Context: an optimization exercise on an open-source flow, tuned for small area. The choices shown serve that exercise and are no tape-out recipe. Function was checked by simulation only, so behaviour that the tests miss may differ from the original. No activity file was given, so power comes from the tool's default toggle rates.

==> design.v <==
`timescale 1ns / 1ps
module Top_Module #(parameter CW = 16) (
    input Trigger_S1,
    input Trigger_S2,
    input Trigger_S3,
    input Trigger_S4,
    input Gbl_CLK,
    input RST_EX,
    input Dim_Load,
    input [31:0] DIM_MAX,
    output SR_OUT1,
    output SR_OUT2,
    output SR_OUT3,
    output SR_OUT4,
    output Flag_ERR,
    output Flag_CNT,
    output Flag_DIAG,
    output Flag_MED,
    output Result_Ready,
    output [1:0] Quadrent,
    output [31:0] P,
    output [31:0] Q,
    output [31:0] R
    );
    reg [3:0] L, SR;
    wire [3:0] T = {Trigger_S1, Trigger_S2, Trigger_S3, Trigger_S4};
    always @(posedge Gbl_CLK) begin
        L  <= T | (L & {4{~RST_EX}});
        SR <= L;
    end
    assign {SR_OUT1, SR_OUT2, SR_OUT3, SR_OUT4} = SR;
    wire any_r = |SR;           
    wire all_r = &SR;           
    wire all_l = &L;
    wire [3:0] rise = T & ~L;
    reg rst_d;
    always @(posedge Gbl_CLK) rst_d <= RST_EX;
    reg [3:0] ph;
    always @(posedge Gbl_CLK)
        if (RST_EX || ph == 4'd9) ph <= 4'd0;
        else                      ph <= ph + 4'd1;
    wire tick = (ph == 4'd4);      
    reg [CW-1:0] lim;
    reg        lim_hi;
    always @(posedge Gbl_CLK)
        if (Dim_Load) begin
            lim    <= DIM_MAX[CW-1:0];
            lim_hi <= |DIM_MAX[31:CW];
        end
    reg [CW-1:0] G;
    reg        cof_g;           
    reg        cof_s;           
    wire [CW:0] c;
    assign c[0] = 1'b1;
    genvar i;
    generate for (i = 0; i < CW; i = i + 1) begin : cmp
        assign c[i+1] = (G[i] & ~lim[i]) | (c[i] & (G[i] | ~lim[i]));
    end endgenerate
    wire       ge    = ~lim_hi & c[CW];
    wire       etick = tick & any_r & ~all_l;
    wire [CW-1:0] G_n = (etick & ~ge) ? G + 1'b1 : G;
    wire       cof_n = etick ? ge : cof_g;
    always @(posedge Gbl_CLK) begin
        G     <= rst_d ? {CW{1'b0}} : G_n;       
        cof_g <= ~RST_EX & cof_n;
        cof_s <= ~RST_EX & (cof_s | (|rise & cof_n));
    end
    wire COF = ~all_l & (cof_g | cof_s);
    reg [CW-1:0] V1, V2;
    reg [1:0]  s;
    reg [1:0]  tA, tB, tC, tD;
    wire       alloc = (|rise) & any_r & ~RST_EX & ~rst_d;
    wire [1:0] s_n   = s + 2'd1;
    always @(posedge Gbl_CLK) begin
        if (alloc && s == 2'd0) V1 <= G_n;
        if (alloc && s == 2'd1) V2 <= G_n;
        if (RST_EX) begin
            s <= 2'd0; tA <= 2'd0; tB <= 2'd0; tC <= 2'd0; tD <= 2'd0;
        end else if (alloc) begin
            s <= s_n;
            if (rise[3]) tA <= s_n;
            if (rise[2]) tB <= s_n;
            if (rise[1]) tC <= s_n;
            if (rise[0]) tD <= s_n;
        end
    end
    wire [1:0] selX, selY, selZ;
    FSM Logic_System(.FSM_CLK(Gbl_CLK), .COF(COF), .FSM_RST(RST_EX),
        .A(L[3]), .B(L[2]), .C(L[1]), .D(L[0]),
        .FSM_ERR(Flag_ERR), .FSM_CNT(Flag_CNT), .FSM_DIAG(Flag_DIAG), .FSM_MED(Flag_MED),
        .FSM_W(Quadrent), .FSM_X(selX), .FSM_Y(selY), .FSM_Z(selZ));
    function [1:0] pick(input [1:0] sel, input [1:0] a, input [1:0] b, input [1:0] c, input [1:0] d);
        case (sel)
            2'd0: pick = a;
            2'd1: pick = b;
            2'd2: pick = c;
            default: pick = d;
        endcase
    endfunction
    reg [1:0] tP, tQ, tR;
    reg       rdy;
    always @(posedge Gbl_CLK) begin
        tP  <= all_r ? pick(selX, tA, tB, tC, tD) : 2'd0;
        tQ  <= all_r ? pick(selY, tA, tB, tC, tD) : 2'd0;
        tR  <= all_r ? pick(selZ, tA, tB, tC, tD) : 2'd0;
        rdy <= all_r | (rdy & ~RST_EX);
    end
    assign Result_Ready = rdy;
    function [CW-1:0] slot(input [1:0] t, input [CW-1:0] v1, input [CW-1:0] v2, input [CW-1:0] g);
        case (t)
            2'd0: slot = {CW{1'b0}};
            2'd1: slot = v1;
            2'd2: slot = v2;
            default: slot = g;
        endcase
    endfunction
    assign P = {{(32-CW){1'b0}}, slot(tP, V1, V2, G)};
    assign Q = {{(32-CW){1'b0}}, slot(tQ, V1, V2, G)};
    assign R = {{(32-CW){1'b0}}, slot(tR, V1, V2, G)};
endmodule
`timescale 1ns / 1ps
module FSM(input FSM_CLK, input COF, input FSM_RST, input A, input B, input C, input D,
  output FSM_ERR, output FSM_CNT, output FSM_DIAG, output FSM_MED,
  output [1:0] FSM_W, output [1:0] FSM_X, output [1:0] FSM_Y, output [1:0] FSM_Z);
  reg [8:0] q;
  wire [8:0] qn;
  assign qn[0] = (q[1]&~q[2]&D&~C) | (q[0]&q[3]&~A) | (~q[4]&~D&C&~B) | (q[2]&q[3]&C&~A) | (q[0]&q[8]) | (~q[3]&q[4]&D&B) | (q[1]&~q[2]&~q[3]&A) | (~D&~C&~B&A) | (~q[2]&~q[4]&~B&A) | (q[4]&~C) | (q[2]&q[3]&~B) | (~q[1]&q[3]&~q[4]&~COF) | (~q[1]&q[2]&~q[4]) | (~q[0]&q[2]&~q[4]&~q[8]&D&B&A) | (q[3]&~q[4]&~q[8]&~D&A&~COF) | (q[5]&~D&A) | (q[0]&~q[2]&~q[3]&D&C&B) | (~q[0]&~q[1]&~q[2]&q[4]&B) | (q[0]&q[2]&q[4]) | (q[4]&q[6]) | (~q[0]&q[4]&~B&COF) | (q[2]&q[4]&COF) | (~q[0]&~q[4]&~q[8]&A&COF) | (~q[1]&~q[4]&C&COF);
  assign qn[1] = (~D&~C&~A) | (~q[3]&q[4]&~D&~B) | (q[1]&q[3]&C&~COF) | (~q[1]&~q[2]&q[3]&~q[8]&C&~A) | (q[1]&q[8]) | (q[3]&~q[4]&~A) | (~q[3]&q[4]&~q[8]&D&B) | (~D&~C&~B) | (q[2]&~q[4]&~B) | (~q[1]&~q[4]&C&~B) | (q[0]&q[2]&q[4]&~q[8]&C) | (q[2]&~q[3]&~q[4]&~D) | (q[0]&~q[2]&~q[3]&~C&B) | (~q[1]&q[2]&q[3]&~q[4]&D&~C) | (q[2]&~q[4]&~D&C) | (q[5]&~D&A) | (~q[0]&~q[2]&q[4]&B) | (q[2]&~q[3]&~q[8]&C&COF) | (~q[1]&~q[4]&~C&COF) | (q[0]&q[1]&C&A&COF);
  assign qn[2] = (~q[4]&D&C&~A) | (q[0]&~q[1]&~q[3]&~q[7]&D&C) | (q[2]&~q[3]&~B) | (~q[3]&~D&B) | (q[1]&q[2]&~A) | (q[5]&~A) | (~D&~C&~B&A) | (q[4]&~q[8]&~C&A) | (q[0]&q[2]&q[3]) | (q[2]&q[8]) | (q[0]&~q[1]&~q[3]&~C&B) | (~q[0]&q[2]&~q[3]&~q[4]) | (q[2]&q[3]&q[4]&B&A) | (~q[2]&~q[3]&C&B&COF) | (~q[1]&~q[8]&~C&A&COF) | (q[1]&~q[2]&~q[4]&C&B&COF);
  assign qn[3] = (~q[4]&D&~B&~A) | (~q[2]&q[3]) | (q[4]&~D&~B) | (~q[1]&q[3]&C) | (~C&B&~A) | (q[3]&A&~COF) | (~q[2]&~q[4]&~D&B&A) | (q[3]&~q[4]&A);
  assign qn[4] = (~q[2]&D&~A) | (C&~A) | (q[4]) | (~q[2]&~D&C&~B);
  assign qn[5] = (~q[3]&~q[4]&C&B&~A) | (q[5]&~D&~A&~COF) | (~q[4]&q[5]) | (q[0]&~q[2]&~q[3]&~q[4]&~q[7]&B) | (~q[1]&q[2]&~D&~C&COF);
  assign qn[6] = (q[1]&~q[2]&q[3]&~q[4]&D) | (q[1]&q[2]&~q[3]&q[4]&~q[8]&A) | (~q[0]&~q[1]&~q[2]&C&B) | (q[6]);
  assign qn[7] = (q[1]&~q[2]&~q[3]&~q[4]&D&C&B&A) | (q[7]);
  assign qn[8] = (q[8]) | (q[2]&q[3]&C&~A) | (q[5]&D&~A) | (~q[1]&~q[4]&C&~B) | (~q[0]&q[2]&q[3]&~B) | (q[0]&~q[2]&~q[3]&~C&B) | (~q[1]&q[2]&q[3]&~q[4]&D&~C) | (~q[1]&q[2]&~q[4]&~D&C) | (q[5]&~D&A) | (q[1]&~q[2]&q[3]&~q[4]&D) | (q[4]&~C&~A&COF) | (~q[0]&q[4]&~B&COF) | (q[0]&q[1]&~A&COF) | (~q[1]&~q[4]&~C&COF) | (~q[0]&q[2]&~B&COF) | (q[2]&q[4]&~C&COF) | (q[1]&q[2]&q[4]&COF) | (~q[0]&q[2]&~q[3]&~D&COF) | (q[1]&~q[2]&q[3]&~q[4]&COF);
  always @(posedge FSM_CLK) q <= FSM_RST ? 9'd2 : qn;
  assign FSM_ERR = (q[8]);
  assign FSM_CNT = (q[7]);
  assign FSM_DIAG = (q[6]);
  assign FSM_MED = (q[5]);
  assign FSM_W[1] = (q[4]);
  assign FSM_W[0] = (q[3]);
  assign FSM_X[1] = (~q[3]&~q[4]&~q[7]) | (~q[2]&q[3]) | (q[3]&q[4]) | (~q[0]);
  assign FSM_X[0] = (~q[3]&~q[8]) | (q[1]&~q[3]);
  assign FSM_Y[1] = (q[2]&q[3]&~q[4]&~q[8]) | (q[1]&~q[3]&q[4]) | (q[7]) | (q[0]&q[3]&~q[4]&q[8]);
  assign FSM_Y[0] = (~q[3]&~q[7]&~q[8]) | (q[1]&~q[3]);
  assign FSM_Z[1] = (~q[4]);
  assign FSM_Z[0] = (q[3]) | (q[7]);
endmodule
==> flow/run.sh <==
#!/bin/bash
# The standard layout with two changes to how the layout is made:
#  - synthesis maps the logic with an area-oriented ABC script (flow/abc_area.script,
#    used in place of ORFS's own abc_area.script; only the ABC step differs)
#  - the port buffers use the smallest buffer cell
# Each step's full output goes to a log file in this folder.
set -euo pipefail
HERE=$(pwd)
rm -rf "$HERE/scripts_local"
cp -r "$FLOW_HOME/scripts" "$HERE/scripts_local"
cp "$HERE/flow/abc_area.script" "$HERE/scripts_local/abc_area.script"
bash standard.sh SCRIPTS_DIR="$HERE/scripts_local" synth > "$HERE/make_synth.log" 2>&1
export BUFFER_PORTS_ARGS="-buffer_cell sky130_fd_sc_hd__buf_1"
bash standard.sh finish > "$HERE/make_finish.log" 2>&1
==> flow/abc_area.script <==
strash
&get -n
&deepsyn -T 60
&put
dch -f
amap
topo
stime -c
buffer -c
upsize -c
dnsize -c
==> standard.sh <==
#!/bin/bash
# synth_recipe.tcl (not shown) runs the flow's synth.tcl, then flattens the netlist and writes it again
# the make line also repeats each setting of config.mk as NAME=value (left out here)
make -C /OpenROAD-flow-scripts/flow DESIGN_CONFIG=/design/flow/config.mk WORK_HOME=/design/flow/orfs CLKGATE_MAP_FILE= SYNTH_SCRIPT=/design/flow/synth_recipe.tcl "${@:-finish}"
==> config.mk <==
export PLATFORM = sky130hd
export DESIGN_NAME = Top_Module
export DESIGN_NICKNAME = Top_Module
export VERILOG_FILES = /design/flow/design.v
export SDC_FILE = /design/flow/constraint.sdc
export NUM_CORES = 4
export LEC_CHECK = 0
export ABC_AREA = 1
export CAP_MARGIN = 20
export CORE_MARGIN = 2
export CORE_UTILIZATION = 40
export CTS_BUF_LIST = sky130_fd_sc_hd__clkbuf_8
export SLEW_MARGIN = 20
==> constraint.sdc <==
create_clock -name core_clock -period 10.0 [get_ports {Gbl_CLK}]
set_input_delay 2.0000 -clock core_clock [delete_from_list [all_inputs] [get_ports {Gbl_CLK}]]
set_output_delay 2.0000 -clock core_clock [all_outputs]
set_load 0.01 [all_outputs]
==> results of run 1 <==
cell families after synthesis:
family | after synthesis
other | 1
AND/OR/NAND/NOR | 183
AO/OA/AOI/OAI | 157
buffers and inverters | 217
adder cells (fa/ha/maj) | 6
flip-flops | 106
state kept, by name (all words and copies together), names as in the netlist, 4 cells and up:
register / count
L: 4
G: 16
SR: 4
V2: 16
lim: 16
Logic_System.q: 9
V1: 16
ph: 4
where the power goes:
| part | switching (mW) | total, mW | internal [mW] |
|---|---|---|---|
| Combinational | 0.128 | 0.190 | 0.0620 |
| Clock | 0.162 | 0.259 | 0.0970 |
| Sequential | 0.0327 | 0.509 | 0.477 |
worst min-delay path: stages (launching register included):
cell and delay, ns:
dfxtp_1 0.34, nand2_1 0.06, nand2_1 0.04
worst min-delay path by stage:
stage	cells after the start	endpoint	slack, ns	from
6_report	2	rdy	0.47	rdy
5_1_grt	2	rdy	0.50	rdy
4_1_cts	2	rdy	0.47	rdy
3_5_place_dp	2	rdy	0.45	rdy
3_3_place_gp	1	ph[0]	0.45	ph[0]
2_1_floorplan	0	SR[1]	0.33	L[1]
layer usage:
| layer | vias to the layer above | routed length, um | track usage (%) |
|---|---|---|---|
| met1 | 2483 | 7370 | 29.7 |
| met4 | 0 | 327 | 6.74 |
| met3 | 36 | 1550 | 4.30 |
| met5 | - | 0 | 0 |
| li1 | 2485 | - | - |
| met2 | 333 | 7250 | 31.9 |
synth_stat cells (2+ instances only):
cell type and number:
inv_1 118, nor2_1 94, dfxtp_1 57, buf_4 50, edfxtp_1 49, a222oi_1 48, nand2_1 36, o22ai_1 28
clkbuf_1 23, o21ai_0 18, inv_2 14, nor4_1 12, o221ai_1 12, nor3_1 11, a21oi_1 10, a31oi_1 9
a22oi_1 8, nor3_2 7, clkinv_1 6, ha_1 6, nand3_1 5, or3_1 5, a211oi_1 4, and3_1 3
clkinv_4 3, nand4_1 3, o211ai_1 3, o32ai_1 3, a221oi_1 2, bufinv_8 2, o21ai_1 2, o221a_2 2
o22a_1 2
metrics by stage:
step	total power, mW	utilization [%]
floorplan	0.651	-
global placement	0.705	43.1
detailed placement	0.704	43.1
CTS	0.960	44.4
global route	1.00	44.4
finish	0.958	44.4
layout make-up:
| cell class | instances | area share (%) |
|---|---|---|
| Sequential cell | 106 | 40.9 |
| Multi-Input combinational cell | 394 | 36.6 |
| Inverter | 143 | 9.08 |
| Timing Repair Buffer | 106 | 6.76 |
| Tap cell | 184 | 3.61 |
| Clock buffer | 9 | 1.94 |
| Clock inverter | 7 | 1.10 |
placed cells by master (no fill, tap or decap), types with 10 or more instances in the layout:
master	synthesis	final
nor2_1	94	93
dfxtp_1	57	57
inv_1	118	118
conb_1	1	48
o221ai_1	12	12
nor4_1	12	12
buf_1	0	97
o21ai_0	18	18
nor3_1	11	11
o22ai_1	28	28
inv_2	14	14
a222oi_1	48	48
a21oi_1	10	10
edfxtp_1	49	49
nand2_1	36	36
==> impl_metrics.env, run 1 <==
export IMPL_die_h_um=125
export IMPL_cpPeakStageDelay_ns=0.39
export IMPL_setup_ws_ns=5.58
export IMPL_synth_warnings=2
export IMPL_status="complete, no violations"
export IMPL_p_leak_nw=2.75
export IMPL_grt_antenna_before_repair=0
export IMPL_io_pins=146
export IMPL_yosys_area_top_type="edfxtp_1"
export IMPL_via_per_inst=5.62
export IMPL_powerDensity_mw_per_mm2=150
export IMPL_syn_cell_area_sq_mm=0.00581
export IMPL_gp_congestion=0.940
export IMPL_ir_drop_uv=56.9
export IMPL_cp_start_kind="flop"
export IMPL_routed_wl_um=16500
export IMPL_cts_tree="yes"
export IMPL_n_antenna_cell=0
export IMPL_place_area_sq_mm=0.00619
export IMPL_min_period_ns=4.42
export IMPL_rr_endpoint="V1[15]"
export IMPL_grt_overflow_total=0
export IMPL_wire_per_inst_um=17.4
export IMPL_reg2reg_from="G[1]"
export IMPL_fin_cells=949
export IMPL_cts_resized_gates=0
export IMPL_h_tree_depth=3
export IMPL_grt_util_all_layers_pct=20.9
export IMPL_required_ns=10.15
export IMPL_area_growth_pct=9.77
export IMPL_synth_edff_count=49
export IMPL_via_count=5337
export IMPL_grt_pass1_vias=5061
export IMPL_yosysUniqueCellTypes=48
export IMPL_path_class="flop to flop"
export IMPL_dp_cells=933
export IMPL_synthXorXnorAreaFrac_pct=0
export IMPL_reg2reg_depth=33
export IMPL_regArea_sq_mm=0.00261
export IMPL_syn_instance_count=670
export IMPL_yosys_area_share_simple_pct=14.8
export IMPL_rsz0062_at_grt="no"
export IMPL_fin_area_sq_mm=0.00638
export IMPL_clock_sinks=106
export IMPL_ys_flop_type="dfxtp_1"
export IMPL_cts_max_path_buffers=2
export IMPL_place_ws_ns=5.64
export IMPL_multi_input_area_sq_mm=0.00233
export IMPL_post_cts_buffers=0
export IMPL_drc=0
export IMPL_startpoint="G[1]"
export IMPL_numCtsBuffers=9
export IMPL_drt_iter0_markers=742
export IMPL_synth_mux_area_share_pct=0
export IMPL_ctsRootBufferMaster="clkbuf_8"
export IMPL_grt_pass1_wl_um=26400
export IMPL_grt_max_degree=21
export IMPL_final_period_utilization_pct=44.2
export IMPL_cpMostUsedCell="nand2_1"
export IMPL_drv_cap=0
export IMPL_crit_path_end_kind="flop"
export IMPL_async_reset_ff_share_pct=0
export IMPL_seq_area_frac_synth_pct=44.9
export IMPL_slowest_stage="dfxtp_1"
export IMPL_synth_area_leaders="edfxtp_1, dfxtp_1, a222oi_1"
export IMPL_rows=44
export IMPL_synth_compound_area_share_pct=20.9
export IMPL_dieArea_sq_mm=0.0155
export IMPL_synth_top_family_by_area="compound AO/OA/AOI/OAI gates"
export IMPL_syn_avg_cell_area_sq_um=8.68
export IMPL_start_util_pct=40.5
export IMPL_cp_depth=33
export IMPL_maxSlewViolCount=0
export IMPL_ys_seq_elements=106
export IMPL_ant_nets=0
export IMPL_path_buf_inv=7
export IMPL_cp_top_family="simple AND/OR/NAND/NOR gates"
export IMPL_synthAdderAreaFrac_pct=1.29
export IMPL_finalHoldViolations=0
export IMPL_path_max_fanout=6
export IMPL_port_buffers=97
export IMPL_cts_hold_buf=0
export IMPL_holdCritPathClass="flop to flop"
export IMPL_layout_drive_gt1_share_pct=7.97
export IMPL_num_fill_cells=1422
export IMPL_synth_top_area_share_pct=25.3
export IMPL_coreArea_sq_mm=0.0144
export IMPL_slew_headroom_pct=41.5
export IMPL_clkSlewWorstSetupHoldPaths_ns=0.11
export IMPL_tns_ns=0
export IMPL_clk_latency_ns=0.38
export IMPL_dr_pass1_iters=10
export IMPL_setup_viol=0
export IMPL_timing_hold_ws_ns=0.472
export IMPL_dp_hpwl_um=11800
export IMPL_tightestPinTransition_ns=0.878
export IMPL_crit_end="V1[15]"
export IMPL_die_w_um=125
export IMPL_timing_reg2reg_setup_slack_ns=5.58
export IMPL_final_nets=805
export IMPL_crit_arrival_ns=4.57
export IMPL_max_freq_mhz=226
export IMPL_clock_skew_ns=0.0104
==> run 2: changes to the inputs <==
==> flow/run.sh (replaced) <==
#!/bin/bash
set -euo pipefail
export BUFFER_PORTS_ARGS="-buffer_cell sky130_fd_sc_hd__buf_1"
bash standard.sh finish > make_finish.log 2>&1
removed: flow/abc_area.script
==> run 2 against run 1 <==
Still clean on timing, DRC and antenna. First-iteration DRC count fell by 35%. Cell count rose by 20%. Sequential share of layout area fell by 3.4 points. Routed wire length rose by 7.7%. Global-route usage rose by 0.20 points. Highest routed layer unchanged.
==> impl_metrics.env, run 2 <==
export IMPL_clock_sinks=106
export IMPL_dr_wl_met2_um=8200
export IMPL_wl_met1_um=7860
export IMPL_ant_nets=0
export IMPL_h_tree_depth=3
export IMPL_cts_resized_gates=0
export IMPL_status="complete, no violations"
export IMPL_grt_util_all_layers_pct=21.1
export IMPL_slew_headroom_pct=28.5
export IMPL_multi_input_area_sq_mm=0.00306
export IMPL_syn_instance_count=838
export IMPL_slowest_stage="o221ai_1"
export IMPL_async_reset_ff_share_pct=0
export IMPL_rsz0062_at_grt="no"
export IMPL_syn_cell_area_sq_mm=0.00638
export IMPL_dr_pass1_iters=6
export IMPL_max_freq_mhz=261
export IMPL_power_mw=1.06
export IMPL_crit_path_end_kind="primary output"
export IMPL_path_class="flop to primary output"
export IMPL_via_per_inst=5.24
export IMPL_path_max_fanout=16
export IMPL_path_buf_inv=1
export IMPL_p_leak_nw=2.62
export IMPL_grt_pass1_vias=5452
export IMPL_grt_max_degree=22
export IMPL_start_util_pct=40.6
export IMPL_layout_drive_gt1_share_pct=5.21
export IMPL_gp_congestion=0.938
export IMPL_tightestPinTransition_ns=1.07
export IMPL_highest_layer="met4"
export IMPL_numCtsBuffers=9
export IMPL_maxSlewViolCount=0
export IMPL_syn_avg_cell_area_sq_um=7.61
export IMPL_die_h_um=130
export IMPL_seq_area_frac_synth_pct=41.0
export IMPL_drc=0
export IMPL_tns_ns=0
export IMPL_ir_drop_uv=89.9
export IMPL_final_common_cell="nand2_1"
export IMPL_ys_flop_type="dfxtp_1"
export IMPL_reg2reg_depth=9
export IMPL_routed_wl_um=17800
export IMPL_post_cts_buffers=0
export IMPL_final_nets=962
export IMPL_ctsRootBufferMaster="clkbuf_8"
export IMPL_yosysUniqueCellTypes=40
export IMPL_required_ns=8.00
export IMPL_finalHoldViolations=0
export IMPL_drt_iter0_markers=482
export IMPL_grt_overflow_total=0
export IMPL_cp_start_kind="flop"
export IMPL_io_pins=146
export IMPL_hold_depth=2
export IMPL_yosys_area_top_type="edfxtp_1"
export IMPL_powerDensity_mw_per_mm2=152
export IMPL_rows=46
export IMPL_clkSlewWorstSetupHoldPaths_ns=0.10
export IMPL_final_period_utilization_pct=38.3
export IMPL_grt_pass1_wl_um=28000
export IMPL_final_cell_mix="nand2_1, buf_1, inv_1"
export IMPL_wire_per_inst_um=15.6
export IMPL_yosysMostFrequentCell="nand2_1"
export IMPL_regArea_sq_mm=0.00261
export IMPL_area_growth_pct=8.98
export IMPL_clk_latency_ns=0.39
export IMPL_cts_max_path_buffers=2
export IMPL_synth_top_area_share_pct=23.1
export IMPL_drv_cap=0
export IMPL_dp_hpwl_um=12900
export IMPL_cts_tree="yes"
export IMPL_n_antenna_cell=0
export IMPL_min_period_ns=3.83
export IMPL_synth_top_cells_by_count="nand2_1, inv_1, nor2_1"
export IMPL_port_buffers=97
export IMPL_synth_warnings=2
export IMPL_dieArea_sq_mm=0.0170
export IMPL_routed_wl_met3_um=1340
export IMPL_cts_hold_buf=0
export IMPL_setup_viol=0
export IMPL_crit_arrival_ns=1.83
export IMPL_clock_skew_ns=0.0148
export IMPL_coreArea_sq_mm=0.0157
export IMPL_cp_depth=3
export IMPL_die_w_um=130
export IMPL_synth_area_leaders="edfxtp_1, dfxtp_1, nand2_1"
export IMPL_holdCritPathClass="flop to flop"
export IMPL_cp_top_family="compound AO/OA/AOI/OAI gates"
export IMPL_grt_antenna_before_repair=0
export IMPL_cp_cell_sequence="nand2_1 > o221ai_1 > buf_1"
export IMPL_synth_edff_count=49
export IMPL_num_fill_cells=1632
export IMPL_ys_seq_elements=106
export IMPL_cpPeakStageDelay_ns=0.45
export IMPL_via_count=5961
==> run 2: cell types whose count changed in the layout (fill, tap and decap cells not counted), moves of 17 or more <==
cell / before / now
nand2_1: 36 / 195
a222oi_1: 48 / 0
o211ai_1: 3 / 47
nand3_1: 5 / 44
nor2_1: 93 / 57
inv_1: 118 / 93
o22ai_1: 28 / 6
a21oi_1: 10 / 27
o21ai_0: 18 / 35
==> run 2: routing by layer <==
metal  vias up  global-route usage, %
met5         -                      0
li1       2927                      -
met2       294                   35.4
met1      2704                   27.4
met3        36                   4.06
met4         0                   7.02
==> run 2: kinds of logic (layout without fill, tap and decap cells) <==
| family | Yosys count | count (layout) | share of synthesized area (%) |
|---|---|---|---|
| AND/OR/NAND/NOR | 370 | 370 | 25.2 |
| buffers and inverters | 180 | 217 | 13.8 |
| adder cells (fa/ha/maj) | 6 | 6 | 1.18 |
| AO/OA/AOI/OAI | 159 | 159 | 16.5 |
| other | 1 | 48 | 0.0588 |
| flip-flops | 106 | 106 | 41.0 |
| XOR/XNOR | 16 | 16 | 2.20 |
==> run 2: area by class of cell <==
type | count | share of cell area (%)
clock buffer | 9 | 1.78
clock inverter | 7 | 1.60
inverter | 100 | 5.40
multi-input combinational | 599 | 44.1
sequential | 106 | 37.6
tap | 216 | 3.89
timing repair buffer | 101 | 5.67
==> run 2: worst reg2reg max path: stages, from the launching register on <==
cell and delay (ns):
dfxtp_1 0.79, nand2_1 0.22, nor2_1 0.29, inv_1 0.07
nand3_1 0.11, clkinv_1 0.51, nand2_4 0.52, nand2_1 0.09
nand2_1 0.09, inv_1 0.05
==> run 2: power by group <==
group | leakage, nW | switching [mW] | internal [mW] | total (mW)
Clock | 0.117 | 0.163 | 0.146 | 0.308
Sequential | 0.929 | 0.0419 | 0.477 | 0.519
Combinational | 1.57 | 0.158 | 0.0712 | 0.230
Total | 2.62 | 0.363 | 0.694 | 1.06
==> run 2: path summary, 6_finish.rpt <==
path / startpoint / endpoint / slack [ns]
max reg2reg: L[2] / V1[0] / 7.03
min reg2reg: rdy / rdy / 0.48
min: rdy / rdy / 0.48
max: tP[0] / P[1] / 6.17
==> run 2: stage by stage <==
step                      hold slack (ns)  setup slack, ns  util, %  cell area [sq um]  cells
after floorplan                     0.329             6.48        -               6560    885
after global routing                0.508             5.98     44.2               6950   1138
after detailed placement            0.461             6.28     42.7               6710   1122
after global placement              0.448             6.29     42.7               6710   1122
after CTS                           0.486             5.86     44.2               6950   1138
final                               0.480             6.17     44.2               6950   1138

-- afterwards: timing with drivers on the ports --
The results above use ideal ports. As a check the final layouts listed here were re-extracted and re-timed, cells and wires unchanged. Step 1 assumes that a clkbuf_16 drives the clock port and a buf_2 every other input. Step 2, shift: input delay + t, output delay - t, t = (earliest + latest rising clock arrival at the registers) / 2. This alone moves slack from input paths to output paths. a / b / c = ideal ports / drivers / drivers and shift; a / b = the first two.
run | shift t [ns] | slack for setup (ns) | latest minus earliest clock arrival (ns) | worst register clock-pin slew, ns | cell pins on the clock port's net
run 1 | 0.414 | 5.579 / 5.579 / 5.579 | 0.011 / 0.011 | 0.11 / 0.11 | 1
run 2 | 0.421 | 6.167 / 6.132 / 6.225 | 0.015 / 0.015 | 0.11 / 0.11 | 1
After both steps every run listed still meets setup and hold.
